This design comes from an exercise in tuning for small area, a short achievable clock period and few clock cycles on the open sky130 flow, not from production work. At most, simulation tests tie the RTL to the original design; equivalence was not proved. No activity file was given, so power comes from the tool's default toggle rates.

==> v20 <==
## modular_reduction
module modular_reduction #(
    parameter DATA_WIDTH = 48,
    parameter Q_WIDTH    = 23
) (
    input  wire clk,
    input  wire rst_n,
    input  wire start,
    output reg  done,
    input  wire [DATA_WIDTH-1:0] data_in,
    output wire [Q_WIDTH-1:0]    data_out
);
==> flow/config.mk <==
export PLATFORM = sky130hd
export DESIGN_NAME = modular_reduction
export DESIGN_NICKNAME = modular_reduction
export VERILOG_FILES = /design/flow/design.v
export SDC_FILE = /design/flow/constraint.sdc
export NUM_CORES = 4
export LEC_CHECK = 0
export CAP_MARGIN = 20
export CORE_MARGIN = 2
export CORE_UTILIZATION = 40
export SLEW_MARGIN = 20
==> flow/constraint.sdc <==
create_clock -name core_clock -period 5.0 [get_ports {clk}]
set_input_delay 1.0000 -clock core_clock [delete_from_list [all_inputs] [get_ports {clk}]]
set_output_delay 1.0000 -clock core_clock [all_outputs]
set_load 0.01 [all_outputs]
standard.sh (not shown) runs the stock make flow with config.mk's settings and CLKGATE_MAP_FILE= SYNTH_SCRIPT=/design/flow/synth_recipe.tcl, a recipe that flattens the netlist after the stock synthesis.
==> flow/flow/run.sh <==
#!/bin/bash
# Own layout flow: the standard flow (standard synthesis included), with
# plain sky130_fd_sc_hd__buf_1 cells as the port buffers instead of the
# buffer that buffer_ports picks by itself (a 0.5 ns clkdlybuf4s50_1).
set -euo pipefail
bash standard.sh "BUFFER_PORTS_ARGS=-buffer_cell sky130_fd_sc_hd__buf_1" finish > standard.log 2>&1
==> v31: changes against v20 <==
Settings changed: SETUP_SLACK_MARGIN set to 1.0.
==> v21: changes against v20 <==
==> flow/run.sh (new file) <==
#!/bin/bash
# synth_recipe.tcl (not shown) runs the flow's synth.tcl, then flattens the netlist and writes it again
# the make line also repeats each setting of config.mk as NAME=value (left out here)
make -C /OpenROAD-flow-scripts/flow DESIGN_CONFIG=/design/flow/config.mk WORK_HOME=/design/flow/orfs CLKGATE_MAP_FILE= SYNTH_SCRIPT=/design/flow/synth_recipe.tcl finish
removed: flow/flow/run.sh
removed: flow/standard.sh
==> notes.md <==
Power density relative to cell area: v20 520 nW/µm²; v31 552 nW/µm²; v21 525 nW/µm²
Proportion of final cell area spent on non-clock buffers: v20 7.15%; v31 11.4%; v21 17.5%
# placed instances: v20 722; v31 718; v21 745
Unrepaired setup endpoints after global routing: v20 no; v31 yes; v21 -
Post-Layout Inst Area: v20 5040 µm²; v31 5640 µm²; v21 5720 µm²
Routed wl met3: v20 581 µm; v31 466 µm; v21 595 µm
Placer's final routability congestion estimate: v20 0.927; v31 0.890; v21 0.830
Grt met2 use: v20 28.9%; v31 29.0%; v21 31.6%
Detailed-routing wirelength on met1: v20 4660 µm; v31 5140 µm; v21 4940 µm
Run status: v20 timing/DRC/antenna clean; v31 timing/DRC/antenna clean; v21 timing/DRC/antenna clean
Crit-path max cell delay: v20 0.49 ns; v31 0.55 ns; v21 0.50 ns
Clock network share of area: v20 0.969%; v31 0.865%; v21 0.853%
DRT iter0 DRCs: v20 159; v31 119; v21 126
Power consumed by sequential cells: v20 511 µW; v31 546 µW; v21 506 µW
Area of combinational cells with multiple inputs: v20 3460 µm²; v31 3750 µm²; v21 3500 µm²
Arrival time at the worst endpoint: v20 4.81 ns; v31 3.21 ns; v21 4.95 ns
Total area of sequential cells: v20 546 µm²; v31 563 µm²; v21 546 µm²
Via Count: v20 3577; v31 3756; v21 3703
Power in the clock group: v20 125 µW; v31 132 µW; v21 129 µW
Signed area change from the synthesized netlist to the final layout: v20 11.9%; v31 25.3%; v21 27.1%
Worst slack on hold paths: v20 0.468 ns; v31 0.455 ns; v21 0.849 ns
Switching Power: v20 1340 µW; v31 1540 µW; v21 1400 µW
Highest achievable clock rate: v20 215 MHz; v31 238 MHz; v21 209 MHz
Clock edge transition at the registers on the reported setup and hold paths: v20 0.09 ns; v31 0.10 ns; v21 0.10 ns
Testbench counts of v20, summed over its fixed seeds: cycles 16,000.
Testbench counts of v31, summed over its fixed seeds: cycles 16,000.
Testbench counts of v21, summed over its fixed seeds: cycles 16,000.


==> run G: inputs <==
Another version of the RTL of modular_reduction (not shown whole).
Settings: LEC_CHECK=0, ABC_AREA=1, CAP_MARGIN=20, CORE_MARGIN=2, CORE_UTILIZATION=40, SETUP_SLACK_MARGIN=0.8, SLEW_MARGIN=20; clock period 5.0 ns.
==> flow/flow/run.sh <==
#!/bin/bash
# Own layout flow: the standard flow with these changes.
#  - Synthesis: the standard flow's synthesis script, except that Yosys's extract_fa runs
#    only inside module fa3 (the RTL's full adder), which is kept as its own
#    module until the final flatten, so every fa3 becomes one
#    sky130_fd_sc_hd__fa_1 and all other logic is left to abc (no half adders
#    and no inverters forced around extracted adders). Everything else,
#    including the final flatten and renaming, is synth_recipe.tcl as given.
#  - If flow/abc.script exists, abc runs it instead of ORFS's abc script.
#  - Port buffers: plain sky130_fd_sc_hd__buf_1 instead of the buffer that
#    buffer_ports picks by itself (a 0.5 ns clkdlybuf4s50_1).
# Each tool's output goes to standard.log (make) and ORFS's own logs.
set -euo pipefail
W=$PWD
S="$FLOW_HOME/scripts/synth.tcl"
grep -q 'extract_fa {\*}\[dont_use_extract_fa_args\]' "$S"
grep -q '^  log_cmd abc {\*}$abc_args$' "$S"
ABC_SED=()
if [[ -f "$W/flow/abc.script" ]]; then
  ABC_SED=(-e "s#^  log_cmd abc {\*}\$abc_args\$#  lset abc_args 1 $W/flow/abc.script\n  log_cmd abc {*}\$abc_args#")
fi
sed -e 's/extract_fa {\*}\[dont_use_extract_fa_args\]/extract_fa -fa fa3/' "${ABC_SED[@]}" \
  "$S" > "$W/own_synth_body.tcl"
sed "s#source \$::env(SCRIPTS_DIR)/synth.tcl#source $W/own_synth_body.tcl#" \
  "$W/synth_recipe.tcl" > "$W/own_synth.tcl"
grep -q "own_synth_body.tcl" "$W/own_synth.tcl"
bash standard.sh "SYNTH_SCRIPT=$W/own_synth.tcl" "SYNTH_KEEP_MODULES=fa3" \
  "BUFFER_PORTS_ARGS=-buffer_cell sky130_fd_sc_hd__buf_1" finish > standard.log 2>&1
==> flow/flow/abc.script <==
&get -n
&st
&dch
&nf -a
&put
topo
stime -c
buffer -c
upsize -c
dnsize -c
==> inputs of run Z, as changes to run G <==
- SETUP_SLACK_MARGIN: 0.8 -> 0.6
==> inputs of run B, as changes to run G <==
==> flow/flow/abc.script (replaced) <==
&get -n
&st
&dch
&nf -a
&put
topo
stime -c
buffer -c
upsize -c
dnsize -c
strash
dch
map
topo
stime -c
buffer -c
upsize -c
dnsize -c
==> comparison table <==
| quantity | run Z | run G | run B |
|---|---|---|---|
| CP max stage delay | 0.51 ns | 0.55 ns | 0.54 ns |
| Avg WL per Cell | 13.94 um | 14.54 um | 12.52 um |
| Cell area after placement | 3897 sq um | 3905 sq um | 4252 sq um |
| Die ar. | 9399 sq um | 9399 sq um | 10330 sq um |
| Multi-input combinational area share | 71.67% | 72.39% | 69.70% |
| Clock network area share | 1.340% | 1.083% | 1.640% |
| Launching element of the worst setup path | data_in[34] | data_in[24] | data_in[25] |
| Post-route core utilization | 49.49% | 50.13% | 47.05% |
| Met2 track demand over resource | 31.20% | 32.85% | 33.86% |
| Pin count of the biggest net entering global routing | 15 | 15 | 16 |
| Final standard cell count with taps included and fillers excluded | 581 | 580 | 725 |
| Critical Path Slowest Stage Cell | fa_1 | fa_2 | fa_1 |
| Netlist Area Pre-Place | 3456 sq um | 3456 sq um | 3812 sq um |
| Post-synthesis share of cell area spent on xor and xnor gates | 21.18% | 21.18% | 10.04% |
| Fraction of cell area in non-clock buffers | 10.08% | 9.774% | 6.561% |
| Outcome | complete, no violations | complete, no violations | complete, no violations |
| Worst-Margin Slew | 0.9444 ns | 0.6726 ns | 0.7341 ns |
| Global routing usage on met1 | 22.21% | 22.14% | 26.08% |
| Fraction of power consumed by combinational cells | 74.3% | 74.7% | 72.3% |
| Average size of a mapped cell | 8.930 sq um | 8.930 sq um | 7.360 sq um |
No run of this note included a check of the RTL's function; only the layout flow was run.

## port drivers added, routing unchanged
No port has a modelled driver above. Below, the same layouts with a new extraction and two added sets of constraints. Step 1 assumes that a clkbuf_16 drives the clock port and a buf_2 every other input. Step 2, shift: input delay + t, output delay - t, t = (earliest + latest rising clock arrival at the registers) / 2. This alone moves slack from input paths to output paths. Three values: ideal ports, drivers, drivers and shift; two values: the first two.
| run | t, ns | slack for setup (ns) | worst hold slack (ns) | worst register clock-pin slew, ns | worst slew at a driven data input, ns |
|---|---|---|---|---|---|
| v20 | 0.300 | 0.348 / 0.350 / 0.050 | 0.468 / 0.464 / 0.764 | 0.09 / 0.09 | 0.04 |
| v31 | 0.305 | 0.791 / 0.764 / 0.498 | 0.455 / 0.451 / 0.756 | 0.10 / 0.10 | 0.05 |
| v21 | 0.309 | 0.209 / 0.190 / -0.096 | 0.849 / 0.840 / 1.149 | 0.10 / 0.10 | 0.05 |
| run G | 0.296 | 0.856 / 0.841 / 0.545 | 0.480 / 0.480 / 0.776 | 0.09 / 0.09 | 0.06 |
| run Z | 0.298 | 0.692 / 0.677 / 0.379 | 0.473 / 0.465 / 0.763 | 0.09 / 0.09 | 0.06 |
| run B | 0.296 | 1.038 / 1.047 / 0.751 | 0.474 / 0.466 / 0.762 | 0.09 / 0.09 | 0.04 |
With both steps, setup timing fails in v21, where it was met with ideal ports. The setup slack of run Z, which loses most, moves by -0.015 ns with the drivers and by -0.313 ns with both steps.
